This design comes from an exercise in tuning for a short achievable clock period and few clock cycles on the open sky130 flow, not from production work. At most, simulation tests tie the RTL to the original design; equivalence was not proved. No driver is modelled on the clock port, so clocking that relies on it looks cheaper here than on a real chip.

==> inputs of cedar <==
==> flow/design.v <==
module trading_core #(
    parameter RSI_PERIOD = 14
)(
    input  logic        clk,
    input  logic        rst,
    input  logic [31:0] price_in,
    input  logic        price_valid,
    output logic [1:0]  action,
    output logic        action_valid,
    output logic [15:0] rsi_value
);
    logic [3:0]  cnt;                 
    logic [31:0] p0;                  
    logic [31:0] chg [0:11];          
    logic [31:0] dp, dn;              
    logic [31:0] sg, sl;              
    logic [31:0] kg, kl;              
    logic [28:0] e_pos;               
    logic [28:0] f_neg;               
    logic [28:0] d0;                  
    logic [31:0] p;
    assign p = price_in;
    logic [31:0] c;                   
    logic        first, c_pos, c_neg;
    assign c     = p - p0;
    assign first = (cnt == 4'd0);
    assign c_pos = !first && !c[31] && (p != p0);
    assign c_neg = !first && c[31];
    logic [31:0] a_g, a_l, u_g, u_l;
    assign a_g = sg - dp;             
    assign a_l = sl - dn;             
    assign u_g = kg - dp;             
    assign u_l = kl - dn;             
    logic [31:0] c10;                 
    assign c10 = chg[10];
    logic [31:0] sg_n, sl_n, kg_n, kl_n;
    assign sg_n = c_pos ? p + u_g : a_g;
    assign kg_n = c_pos ? u_g     : a_g - p;
    assign sl_n = c_neg ? u_l - p : a_l;
    assign kl_n = c_neg ? u_l     : a_l + p;
    always_ff @(posedge clk) begin
        if (rst) begin
            cnt <= 4'd0;
            sg  <= 32'd0;
            sl  <= 32'd0;
            dp  <= 32'd0;
            dn  <= 32'd0;
            for (int i = 0; i < 12; i++) chg[i] <= 32'd0;
        end else if (price_valid) begin
            if (cnt != 4'd14) cnt <= cnt + 4'd1;
            chg[0] <= (c_pos || c_neg) ? c : 32'd0;
            for (int i = 1; i < 12; i++) chg[i] <= chg[i-1];
            dp <= (!c10[31] && c10 != 32'd0) ? c10 : 32'd0;
            dn <= c10[31] ? 32'd0 - c10 : 32'd0;
            sg <= sg_n;
            sl <= sl_n;
        end
    end
    always_ff @(posedge clk) begin
        if (price_valid) begin
            p0    <= p;
            kg    <= kg_n;
            kl    <= kl_n;
            e_pos <= {1'b0, kg_n[31:4]} + {1'b0, sl_n[31:4]};
            f_neg <= {1'b0, kl_n[31:4]} + {1'b0, sg_n[31:4]};
            d0    <= {1'b0, sg_n[31:4]} + {1'b0, sl_n[31:4]};
        end
    end
    logic [32:0] gsum;
    logic        cy4;
    logic [28:0] dps;
    logic [28:0] den_pos;
    assign gsum    = {1'b0, p} + {1'b0, kg};
    assign cy4     = ({1'b0, p[3:0]} + {1'b0, kg[3:0]}) >= 5'd16;
    assign dps     = {1'b0, p[31:4]} + e_pos + {28'd0, cy4};
    assign den_pos = {dps[28] ^ gsum[32], dps[27:0]};
    logic [32:0] lsub;
    logic        bw4;
    logic [28:0] dns;
    logic [28:0] den_neg;
    assign lsub    = {1'b0, kl} - {1'b0, p};
    assign bw4     = kl[3:0] < p[3:0];
    assign dns     = f_neg + ~{1'b0, p[31:4]} + {28'd0, !bw4};
    assign den_neg = {dns[28] ^ lsub[32], dns[27:0]};
    logic [27:0] num;
    logic [28:0] den;
    logic        al0, ag0;
    assign num = c_pos ? gsum[31:4] : sg[31:4];
    assign den = c_pos ? den_pos : c_neg ? den_neg : d0;
    assign al0 = c_neg ? (lsub[31:4] == 28'd0) : (sl[31:4] == 28'd0);
    assign ag0 = c_pos ? (gsum[31:4] == 28'd0) : (sg[31:4] == 28'd0);
    localparam int W = 35;
    logic [W-1:0] n16, d1, d2, d4, d8, d16;
    assign n16 = {3'd0, num, 4'd0};
    assign d1  = {6'd0, den};
    assign d2  = d1 << 1;
    assign d4  = d1 << 2;
    assign d8  = d1 << 3;
    assign d16 = d1 << 4;
    logic [W-1:0] s1 [1:15];
    trading_add2 #(W) k01 (.a(n16 | 35'd1), .b(~d1),  .y(s1[1]));
    trading_add2 #(W) k02 (.a(n16 | 35'd1), .b(~d2),  .y(s1[2]));
    trading_add3 #(W) k03 (.a(n16 | 35'd1), .b(~d4),  .c(d1),  .y(s1[3]));
    trading_add2 #(W) k04 (.a(n16 | 35'd1), .b(~d4),  .y(s1[4]));
    trading_add3 #(W) k05 (.a(n16 | 35'd2), .b(~d4),  .c(~d1), .y(s1[5]));
    trading_add3 #(W) k06 (.a(n16 | 35'd1), .b(~d8),  .c(d2),  .y(s1[6]));
    trading_add3 #(W) k07 (.a(n16 | 35'd1), .b(~d8),  .c(d1),  .y(s1[7]));
    trading_add2 #(W) k08 (.a(n16 | 35'd1), .b(~d8),  .y(s1[8]));
    trading_add3 #(W) k09 (.a(n16 | 35'd2), .b(~d8),  .c(~d1), .y(s1[9]));
    trading_add3 #(W) k10 (.a(n16 | 35'd2), .b(~d8),  .c(~d2), .y(s1[10]));
    trading_add4 #(W) k11 (.a(n16 | 35'd1), .b(~d16), .c(d4),  .d(d1), .y(s1[11]));
    trading_add3 #(W) k12 (.a(n16 | 35'd1), .b(~d16), .c(d4),  .y(s1[12]));
    trading_add4 #(W) k13 (.a(n16 | 35'd1), .b(~d16), .c(d2),  .d(d1), .y(s1[13]));
    trading_add3 #(W) k14 (.a(n16 | 35'd1), .b(~d16), .c(d2),  .y(s1[14]));
    trading_add3 #(W) k15 (.a(n16 | 35'd1), .b(~d16), .c(d1),  .y(s1[15]));
    logic [15:0]  t1;
    logic [29*16-1:0] r1c;
    assign t1[0] = 1'b1;
    assign r1c[28:0] = n16[28:0];
    for (genvar k = 1; k < 16; k++) begin : g_t1
        assign t1[k] = !s1[k][W-1];
        assign r1c[29*k +: 29] = s1[k][28:0];
    end
    logic [15:0] o1;
    logic [28:0] r1;
    logic [3:0]  q1;
    trading_pick u_p1 (.t(t1), .cand(r1c), .o(o1), .r(r1), .q(q1));
    logic [32:0] m [1:15];
    logic [32:0] e1;
    assign e1    = {4'd0, den};
    assign m[1]  = e1;
    assign m[2]  = e1 << 1;
    assign m[4]  = e1 << 2;
    assign m[8]  = e1 << 3;
    assign m[3]  = (e1 << 1) + e1;
    assign m[5]  = (e1 << 2) + e1;
    assign m[7]  = (e1 << 3) - e1;
    assign m[9]  = (e1 << 3) + e1;
    trading_add3 #(33) u_m11 (.a(e1 << 3), .b(e1 << 1), .c(e1), .y(m[11]));
    trading_add3 #(33) u_m13 (.a(e1 << 3), .b(e1 << 2), .c(e1), .y(m[13]));
    assign m[15] = (e1 << 4) - e1;
    assign m[6]  = m[3] << 1;
    assign m[10] = m[5] << 1;
    assign m[12] = m[3] << 2;
    assign m[14] = m[7] << 1;
    logic [33*16-1:0] mp, s_mp;
    logic [32:0]      s_mo [0:7];     
    always_comb begin
        mp[32:0] = '0;
        for (int k = 1; k < 16; k++) mp[33*k +: 33] = m[k];
    end
    assign s_mp[32:0] = '0;
    assign s_mp[33*1 +: 33] = s_mo[0];
    assign s_mp[33*2 +: 33] = s_mo[0] << 1;
    assign s_mp[33*3 +: 33] = s_mo[1];
    assign s_mp[33*4 +: 33] = s_mo[0] << 2;
    assign s_mp[33*5 +: 33] = s_mo[2];
    assign s_mp[33*6 +: 33] = s_mo[1] << 1;
    assign s_mp[33*7 +: 33] = s_mo[3];
    assign s_mp[33*8 +: 33] = s_mo[0] << 3;
    assign s_mp[33*9 +: 33] = s_mo[4];
    assign s_mp[33*10 +: 33] = s_mo[2] << 1;
    assign s_mp[33*11 +: 33] = s_mo[5];
    assign s_mp[33*12 +: 33] = s_mo[1] << 2;
    assign s_mp[33*13 +: 33] = s_mo[6];
    assign s_mp[33*14 +: 33] = s_mo[3] << 1;
    assign s_mp[33*15 +: 33] = s_mo[7];
    logic [15:0]      t2;
    logic [29*16-1:0] r2c;
    trading_cmp u_c2 (.r(r1), .m(mp), .t(t2), .cand(r2c));
    logic        s_valid, s_al0, s_ag0;
    logic [15:0] s_t2;
    logic [29*16-1:0] s_r2c;
    logic [3:0]  s_q1;
    logic        holding;
    always_ff @(posedge clk) begin
        if (rst) s_valid <= 1'b0;
        else     s_valid <= price_valid && (cnt == 4'd14);
        s_al0 <= al0;
        s_ag0 <= ag0;
        s_t2  <= t2;
        s_r2c <= r2c;
        s_q1  <= q1;
        for (int i = 0; i < 8; i++) s_mo[i] <= m[2*i+1];
    end
    logic [15:0] o2, o3;
    logic [28:0] r2, r3;
    logic [3:0]  q2, q3;
    trading_pick u_p2 (.t(s_t2), .cand(s_r2c), .o(o2), .r(r2), .q(q2));
    logic [15:0]      t3;
    logic [29*16-1:0] r3c;
    trading_cmp  u_c3 (.r(r2), .m(s_mp), .t(t3), .cand(r3c));
    trading_pick u_p3 (.t(t3), .cand(r3c), .o(o3), .r(r3), .q(q3));
    logic [15:0]      t4;
    logic [29*16-1:0] r4c;
    trading_cmp  u_c4 (.r(r3), .m(s_mp), .t(t4), .cand(r4c));
    logic [25:0] b1, b2;
    always_comb begin
        b1 = 26'd2560000 * 26'(s_q1);
        b2 = '0;
        for (int j = 0; j < 16; j++) if (o2[j]) b2 = b2 | 26'(160000 * j);
    end
    logic [25:0] ac [0:15];
    logic [25:0] a;
    always_comb begin
        for (int j = 0; j < 16; j++) ac[j] = b1 + (b2 | 26'(0)) + 26'(10000 * j);
    end
    always_comb begin
        logic [25:0] x;
        x = '0;
        for (int j = 0; j < 16; j++) if (o3[j]) x = x | ac[j];
        a = x;
    end
    logic [1:0]  cy [0:15];
    always_comb begin
        for (int k = 0; k < 16; k++) begin
            logic [13:0] v;
            v = {2'b00, a[11:0]} + 14'(625 * k);
            cy[k] = v[13:12];
        end
    end
    logic [15:0] o4;
    always_comb begin
        for (int k = 0; k < 15; k++) o4[k] = t4[k] && !t4[k+1];
        o4[15] = t4[15];
    end
    logic [1:0]  cs;
    always_comb begin
        logic [1:0] x;
        x = '0;
        for (int k = 0; k < 16; k++) if (o4[k]) x = x | cy[k];
        cs = x;
    end
    logic [13:0] ahi, rsi_r;
    assign ahi   = a[25:12];
    assign rsi_r = ahi + 14'(cs);
    logic [11:0] hi;
    logic        lt, gt;
    assign hi = {s_q1, q2, q3};
    assign lt = (hi < 12'h4CC) || (hi == 12'h4CC && !t4[13]);
    assign gt = (hi > 12'hB33) || (hi == 12'hB33 && t4[10]);
    logic buy, sell;
    assign buy  = !holding && !s_al0 && (s_ag0 || lt);
    assign sell =  holding && (s_al0 || (!s_ag0 && gt));
    always_ff @(posedge clk) begin
        if (rst)          holding <= 1'b0;
        else if (s_valid) holding <= buy ? 1'b1 : sell ? 1'b0 : holding;
    end
    assign action_valid = s_valid;
    assign action       = {sell, buy};
    assign rsi_value    = s_al0 ? 16'd10000 : s_ag0 ? 16'd0 : {2'b00, rsi_r};
endmodule
module trading_add2 #(parameter int W = 32) (
    input  logic [W-1:0] a, b,
    output logic [W-1:0] y
);
    assign y = a + b;
endmodule
module trading_add3 #(parameter int W = 32) (
    input  logic [W-1:0] a, b, c,
    output logic [W-1:0] y
);
    logic [W-1:0] s, k;
    assign s = a ^ b ^ c;
    assign k = {((a & b) | (a & c) | (b & c)), 1'b0};
    assign y = s + k;
endmodule
module trading_add4 #(parameter int W = 32) (
    input  logic [W-1:0] a, b, c, d,
    output logic [W-1:0] y
);
    logic [W-1:0] s1, k1, s2, k2;
    assign s1 = a ^ b ^ c;
    assign k1 = {((a & b) | (a & c) | (b & c)), 1'b0};
    assign s2 = s1 ^ k1 ^ d;
    assign k2 = {((s1 & k1) | (s1 & d) | (k1 & d)), 1'b0};
    assign y  = s2 + k2;
endmodule
module trading_cmp (
    input  logic [28:0]       r,
    input  logic [33*16-1:0]  m,         
    output logic [15:0]       t,
    output logic [29*16-1:0]  cand
);
    logic [33:0] r16;
    assign r16 = {1'b0, r, 4'd0};
    assign t[0] = 1'b1;
    assign cand[28:0] = r16[28:0];
    for (genvar k = 1; k < 16; k++) begin : g_k
        logic [33:0] df;
        assign df = r16 - {1'b0, m[33*k +: 33]};
        assign t[k] = !df[33];
        assign cand[29*k +: 29] = df[28:0];
    end
endmodule
module trading_pick (
    input  logic [15:0]      t,
    input  logic [29*16-1:0] cand,
    output logic [15:0]      o,
    output logic [28:0]      r,
    output logic [3:0]       q
);
    always_comb begin
        for (int k = 0; k < 15; k++) o[k] = t[k] && !t[k+1];
        o[15] = t[15];
    end
    always_comb begin
        logic [28:0] x;
        logic [3:0]  y;
        x = '0;
        y = '0;
        for (int k = 0; k < 16; k++) begin
            x = x | ({29{o[k]}} & cand[29*k +: 29]);
            y = y | ({4{o[k]}} & 4'(k));
        end
        r = x;
        q = y;
    end
endmodule
==> flow/flow/run.sh <==
#!/bin/bash
# The standard layout (standard.sh), with two synthesis changes: full adders
# are left to ABC instead of being mapped to adder cells first, and ABC maps
# for delay with flow/abc.script. All output goes to flow_make.log.
set -euo pipefail
W=$(pwd)
export FLOW_ABC_SCRIPT=$W/flow/abc.script
bash standard.sh SYNTH_SCRIPT=$W/flow/synth.tcl ADDER_MAP_FILE= finish > $W/flow_make.log 2>&1
==> flow/flow/abc.script <==
strash
dch -f
map -D 1000
buffer -c
upsize -c -D 1000
dnsize -c -D 1000
==> flow/flow/synth.tcl <==
# The standard flow's synthesis script (synth_recipe.tcl), with ABC run on this flow's own
# mapping script (FLOW_ABC_SCRIPT) instead of ORFS's abc_speed.script.
proc synth {args} { yosys synth -nofsm -noshare {*}$args }
proc abc {args} {
  set i [lsearch -exact $args -script]
  if { $i >= 0 } { lset args [expr { $i + 1 }] $::env(FLOW_ABC_SCRIPT) }
  yosys abc {*}$args
}
source $::env(SCRIPTS_DIR)/synth.tcl
# left out here: clear keep_hierarchy, flatten, clean up, hide names made inside functions, write 1_2_yosys.v
==> flow/standard.sh <==
#!/bin/bash
# synth_recipe.tcl (not shown) runs the flow's synth.tcl, then flattens the netlist and writes it again
# the make line also repeats each setting of config.mk as NAME=value (left out here)
make -C /OpenROAD-flow-scripts/flow DESIGN_CONFIG=/design/flow/config.mk WORK_HOME=/design/flow/orfs CLKGATE_MAP_FILE= SYNTH_SCRIPT=/design/flow/synth_recipe.tcl "${@:-finish}"
==> flow/config.mk <==
export PLATFORM = sky130hd
export DESIGN_NAME = trading_core
export DESIGN_NICKNAME = trading_core
export VERILOG_FILES = /design/flow/design.v
export SDC_FILE = /design/flow/constraint.sdc
export NUM_CORES = 4
export LEC_CHECK = 0
export CAP_MARGIN = 20
export CORE_MARGIN = 2
export CORE_UTILIZATION = 15
export SLEW_MARGIN = 20
==> flow/constraint.sdc <==
create_clock -name core_clock -period 180.0 [get_ports {clk}]
set_input_delay 36.0000 -clock core_clock [delete_from_list [all_inputs] [get_ports {clk}]]
set_output_delay 36.0000 -clock core_clock [all_outputs]
set_load 0.01 [all_outputs]
==> garnet (differences from cedar) <==
--- a/flow/design.v
+++ b/flow/design.v
@@ -171,3 +171,3 @@
     logic        s_valid, s_al0, s_ag0;
-    logic [15:0] s_t2;
+    logic [15:0] s_o2;                
     logic [29*16-1:0] s_r2c;
@@ -180,3 +180,4 @@
         s_ag0 <= ag0;
-        s_t2  <= t2;
+        for (int k = 0; k < 15; k++) s_o2[k] <= t2[k] && !t2[k+1];
+        s_o2[15] <= t2[15];
         s_r2c <= r2c;
@@ -185,9 +186,28 @@
     end
-    logic [15:0] o2, o3;
+    logic buy, sell;
+    trading_out u_out (.o2(s_o2), .r2c(s_r2c), .mp(s_mp), .q1(s_q1), .al0(s_al0), .ag0(s_ag0),
+                       .holding(holding), .buy(buy), .sell(sell), .rsi_value(rsi_value));
+    always_ff @(posedge clk) begin
+        if (rst)          holding <= 1'b0;
+        else if (s_valid) holding <= buy ? 1'b1 : sell ? 1'b0 : holding;
+    end
+    assign action_valid = s_valid;
+    assign action       = {sell, buy};
+endmodule
+module trading_out (
+    input  logic [15:0]      o2,
+    input  logic [29*16-1:0] r2c,
+    input  logic [33*16-1:0] mp,
+    input  logic [3:0]       q1,
+    input  logic             al0, ag0, holding,
+    output logic             buy, sell,
+    output logic [15:0]      rsi_value
+);
+    logic [15:0] o3;
     logic [28:0] r2, r3;
     logic [3:0]  q2, q3;
-    trading_pick u_p2 (.t(s_t2), .cand(s_r2c), .o(o2), .r(r2), .q(q2));
+    trading_sel  u_s2 (.o(o2), .cand(r2c), .r(r2), .q(q2));
     logic [15:0]      t3;
     logic [29*16-1:0] r3c;
-    trading_cmp  u_c3 (.r(r2), .m(s_mp), .t(t3), .cand(r3c));
+    trading_cmp  u_c3 (.r(r2), .m(mp), .t(t3), .cand(r3c));
     trading_pick u_p3 (.t(t3), .cand(r3c), .o(o3), .r(r3), .q(q3));
@@ -195,6 +215,6 @@
     logic [29*16-1:0] r4c;
-    trading_cmp  u_c4 (.r(r3), .m(s_mp), .t(t4), .cand(r4c));
+    trading_cmp  u_c4 (.r(r3), .m(mp), .t(t4), .cand(r4c));
     logic [25:0] b1, b2;
     always_comb begin
-        b1 = 26'd2560000 * 26'(s_q1);
+        b1 = 26'd2560000 * 26'(q1);
         b2 = '0;
@@ -202,2 +222,4 @@
     end
+    logic [25:0] b12;
+    assign b12 = b1 + b2;
     logic [25:0] ac [0:15];
@@ -205,3 +227,3 @@
     always_comb begin
-        for (int j = 0; j < 16; j++) ac[j] = b1 + (b2 | 26'(0)) + 26'(10000 * j);
+        for (int j = 0; j < 16; j++) ac[j] = b12 + 26'(10000 * j);
     end
@@ -226,27 +248,30 @@
     end
-    logic [1:0]  cs;
+    logic [13:0] ahi;
+    logic [13:0] rc [0:3];
+    assign ahi = a[25:12];
+    always_comb begin
+        for (int j = 0; j < 4; j++) rc[j] = ahi + 14'(j);
+    end
+    logic [3:0]  cs;                  
+    always_comb begin
+        for (int j = 0; j < 4; j++) begin
+            cs[j] = 1'b0;
+            for (int k = 0; k < 16; k++) cs[j] = cs[j] | (o4[k] && cy[k] == 2'(j));
+        end
+    end
+    logic [13:0] rsi_r;
     always_comb begin
-        logic [1:0] x;
+        logic [13:0] x;
         x = '0;
-        for (int k = 0; k < 16; k++) if (o4[k]) x = x | cy[k];
-        cs = x;
+        for (int j = 0; j < 4; j++) x = x | ({14{cs[j]}} & rc[j]);
+        rsi_r = x;
     end
-    logic [13:0] ahi, rsi_r;
-    assign ahi   = a[25:12];
-    assign rsi_r = ahi + 14'(cs);
     logic [11:0] hi;
     logic        lt, gt;
-    assign hi = {s_q1, q2, q3};
+    assign hi = {q1, q2, q3};
     assign lt = (hi < 12'h4CC) || (hi == 12'h4CC && !t4[13]);
     assign gt = (hi > 12'hB33) || (hi == 12'hB33 && t4[10]);
-    logic buy, sell;
-    assign buy  = !holding && !s_al0 && (s_ag0 || lt);
-    assign sell =  holding && (s_al0 || (!s_ag0 && gt));
-    always_ff @(posedge clk) begin
-        if (rst)          holding <= 1'b0;
-        else if (s_valid) holding <= buy ? 1'b1 : sell ? 1'b0 : holding;
-    end
-    assign action_valid = s_valid;
-    assign action       = {sell, buy};
-    assign rsi_value    = s_al0 ? 16'd10000 : s_ag0 ? 16'd0 : {2'b00, rsi_r};
+    assign buy  = !holding && !al0 && (ag0 || lt);
+    assign sell =  holding && (al0 || (!ag0 && gt));
+    assign rsi_value = al0 ? 16'd10000 : ag0 ? 16'd0 : {2'b00, rsi_r};
 endmodule
@@ -306,2 +331,10 @@
     end
+    trading_sel u_s (.o(o), .cand(cand), .r(r), .q(q));
+endmodule
+module trading_sel (
+    input  logic [15:0]      o,
+    input  logic [29*16-1:0] cand,
+    output logic [28:0]      r,
+    output logic [3:0]       q
+);
     always_comb begin
==> flow/flow/run.sh (replaced) <==
#!/bin/bash
# The standard layout (standard.sh) with these changes:
# - synthesis: adders keep Yosys's Brent-Kung carry network (not ORFS's
#   Kogge-Stone) and are not mapped to full-adder cells first; ABC maps for
#   delay with flow/abc.script (flow/synth.tcl is synth_recipe.tcl with that
#   script swapped in).
# - trading_out (the output cycle's logic) is mapped by ABC on its own, so
#   that it is mapped for its own critical path, then flattened like the rest.
# - after the post-placement repair, flow/repair.tcl sizes and buffers gates
#   on the worst paths; after clock tree synthesis flow/repair_cts.tcl does so
#   again.
# - the input and output ports are buffered with buf_4 cells.
# All of make's output goes to flow_make.log.
set -euo pipefail
W=$(pwd)
export FLOW_ABC_SCRIPT=$W/flow/abc.script
export SYNTH_KEEP_MODULES="trading_out"
export FLOW_SETUP_TARGET=${FLOW_SETUP_TARGET:-136}
export FLOW_REPAIR_ITERS=${FLOW_REPAIR_ITERS:-3000}
bash standard.sh SYNTH_SCRIPT=$W/flow/synth.tcl ADDER_MAP_FILE= \
  SYNTH_OPERATIONS_ARGS=-nofsm POST_RESIZE_TCL=$W/flow/repair.tcl \
  POST_CTS_TCL=$W/flow/repair_cts.tcl \
  "BUFFER_PORTS_ARGS=-buffer_cell sky130_fd_sc_hd__buf_4" finish \
  > $W/flow_make.log 2>&1
==> flow/flow/repair.tcl (new file) <==
# Gate sizing and buffering for delay after the standard post-placement
# repair: the design meets the 180 ns clock with a wide margin, so ORFS's own
# repair_timing never runs; this asks it to improve the worst paths.
estimate_parasitics -placement
report_worst_slack -max
repair_timing -setup -setup_margin $::env(FLOW_SETUP_TARGET) -repair_tns 0 \
  -max_iterations $::env(FLOW_REPAIR_ITERS) -skip_pin_swap -verbose
estimate_parasitics -placement
report_worst_slack -max
==> flow/flow/repair_cts.tcl (new file) <==
# After clock tree synthesis: size and buffer gates on the worst paths again,
# now with the clock tree in place, then legalise the placement.
estimate_parasitics -placement
report_worst_slack -max
repair_timing -setup -setup_margin $::env(FLOW_SETUP_TARGET) -repair_tns 0 \
  -max_iterations $::env(FLOW_REPAIR_ITERS) -skip_pin_swap -verbose
detailed_placement
check_placement -verbose
estimate_parasitics -placement
report_worst_slack -max
- CORE_UTILIZATION: 15 -> 25
- PLACE_DENSITY: default -> 0.5
==> fjord (differences from cedar) <==
--- a/flow/design.v
+++ b/flow/design.v
@@ -13,4 +13,4 @@
     logic [31:0] p0;                  
-    logic [31:0] chg [0:11];          
-    logic [31:0] dp, dn;              
+    logic [31:0] chp [0:11];          
+    logic [31:0] chn [0:11];          
     logic [31:0] sg, sl;              
@@ -29,8 +29,6 @@
     logic [31:0] a_g, a_l, u_g, u_l;
-    assign a_g = sg - dp;             
-    assign a_l = sl - dn;             
-    assign u_g = kg - dp;             
-    assign u_l = kl - dn;             
-    logic [31:0] c10;                 
-    assign c10 = chg[10];
+    assign a_g = sg - chp[11];        
+    assign a_l = sl - chn[11];        
+    assign u_g = kg - chp[11];        
+    assign u_l = kl - chn[11];        
     logic [31:0] sg_n, sl_n, kg_n, kl_n;
@@ -45,11 +43,14 @@
             sl  <= 32'd0;
-            dp  <= 32'd0;
-            dn  <= 32'd0;
-            for (int i = 0; i < 12; i++) chg[i] <= 32'd0;
+            for (int i = 0; i < 12; i++) begin
+                chp[i] <= 32'd0;
+                chn[i] <= 32'd0;
+            end
         end else if (price_valid) begin
             if (cnt != 4'd14) cnt <= cnt + 4'd1;
-            chg[0] <= (c_pos || c_neg) ? c : 32'd0;
-            for (int i = 1; i < 12; i++) chg[i] <= chg[i-1];
-            dp <= (!c10[31] && c10 != 32'd0) ? c10 : 32'd0;
-            dn <= c10[31] ? 32'd0 - c10 : 32'd0;
+            chp[0] <= c_pos ? c : 32'd0;
+            chn[0] <= c_neg ? 32'd0 - c : 32'd0;
+            for (int i = 1; i < 12; i++) begin
+                chp[i] <= chp[i-1];
+                chn[i] <= chn[i-1];
+            end
             sg <= sg_n;
@@ -146,3 +147,2 @@
     logic [33*16-1:0] mp, s_mp;
-    logic [32:0]      s_mo [0:7];     
     always_comb begin
@@ -151,18 +151,2 @@
     end
-    assign s_mp[32:0] = '0;
-    assign s_mp[33*1 +: 33] = s_mo[0];
-    assign s_mp[33*2 +: 33] = s_mo[0] << 1;
-    assign s_mp[33*3 +: 33] = s_mo[1];
-    assign s_mp[33*4 +: 33] = s_mo[0] << 2;
-    assign s_mp[33*5 +: 33] = s_mo[2];
-    assign s_mp[33*6 +: 33] = s_mo[1] << 1;
-    assign s_mp[33*7 +: 33] = s_mo[3];
-    assign s_mp[33*8 +: 33] = s_mo[0] << 3;
-    assign s_mp[33*9 +: 33] = s_mo[4];
-    assign s_mp[33*10 +: 33] = s_mo[2] << 1;
-    assign s_mp[33*11 +: 33] = s_mo[5];
-    assign s_mp[33*12 +: 33] = s_mo[1] << 2;
-    assign s_mp[33*13 +: 33] = s_mo[6];
-    assign s_mp[33*14 +: 33] = s_mo[3] << 1;
-    assign s_mp[33*15 +: 33] = s_mo[7];
     logic [15:0]      t2;
@@ -183,3 +167,3 @@
         s_q1  <= q1;
-        for (int i = 0; i < 8; i++) s_mo[i] <= m[2*i+1];
+        s_mp  <= mp;
     end
- CORE_UTILIZATION: 15 -> 25
==> comparison table <==
item	fjord	garnet	cedar
Clock Root Buffer	sky130_fd_sc_hd__clkbuf_16	-	sky130_fd_sc_hd__clkbuf_16
Library cells used by synthesis	133	141	123
Number of warnings printed during yosys synthesis	13	14	13
Starting Density	25.1%	25.1%	15.0%
Die extent in x	948 µm	837 µm	1210 µm
Post-placement setup slack	129.27 ns	135.71 ns	127.71 ns
Number of core rows	346	305	443
Routability cong.	1.28	1.07	1.17
Total of flip-flops plus latches after synthesis	1,693	1,342	1,341
Mapped cell area	223,000 µm²	173,000 µm²	218,000 µm²
Post-synthesis compound-gate area fraction	27.3%	24.4%	27.9%
Number of hold buffers added after cts	0	-	0
Xor and xnor area share after synthesis	3.93%	4.78%	3.55%
Status	aborted with a tool error	complete, no violations	aborted with a tool error
Failing step	global routing (5_1_grt)	-	global routing (5_1_grt)
Number of cells produced by synthesis	38,600	29,700	38,800
Mean Syn Cell Area	5.76 µm²	5.84 µm²	5.63 µm²
Detailed Place HPWL	2,350,000 µm	885,000 µm	3,280,000 µm
Share of the synthesized area in the top cell type	16.1%	16.3%	16.8%
Testbench counts of cedar, summed over its fixed seeds: cycles 3,312.
Testbench counts of garnet, summed over its fixed seeds: cycles 3,312.
For fjord, only the layout was checked, not whether the RTL still works.

static timing again, ports no longer ideal:
In the flow no input, the clock included, has a driving cell. The finished layout below was timed again as built, in two steps. Step 1 sets driving cells, clkbuf_16 on the clock port and buf_2 on the other inputs (assumed; they add their load-dependent delay and slew). Step 2 times the ports against the registers' clock, not the clock port: input delays grow and output delays shrink by t, the midpoint of the rising clock arrivals with the driver on. a / b / c = ideal / step 1 / step 2; a / b = the first two.
run: garnet
t (ns): 1.038
slack for setup (ns): 134.991 / 134.877 / 135.292
worst hold slack (ns): 0.445 / 0.445 / 0.445
pins driven straight from the clock port: 1
After both steps garnet still meets setup and hold. For garnet, drivers alone change the setup slack by -0.114 ns; drivers and shift together by +0.301 ns.
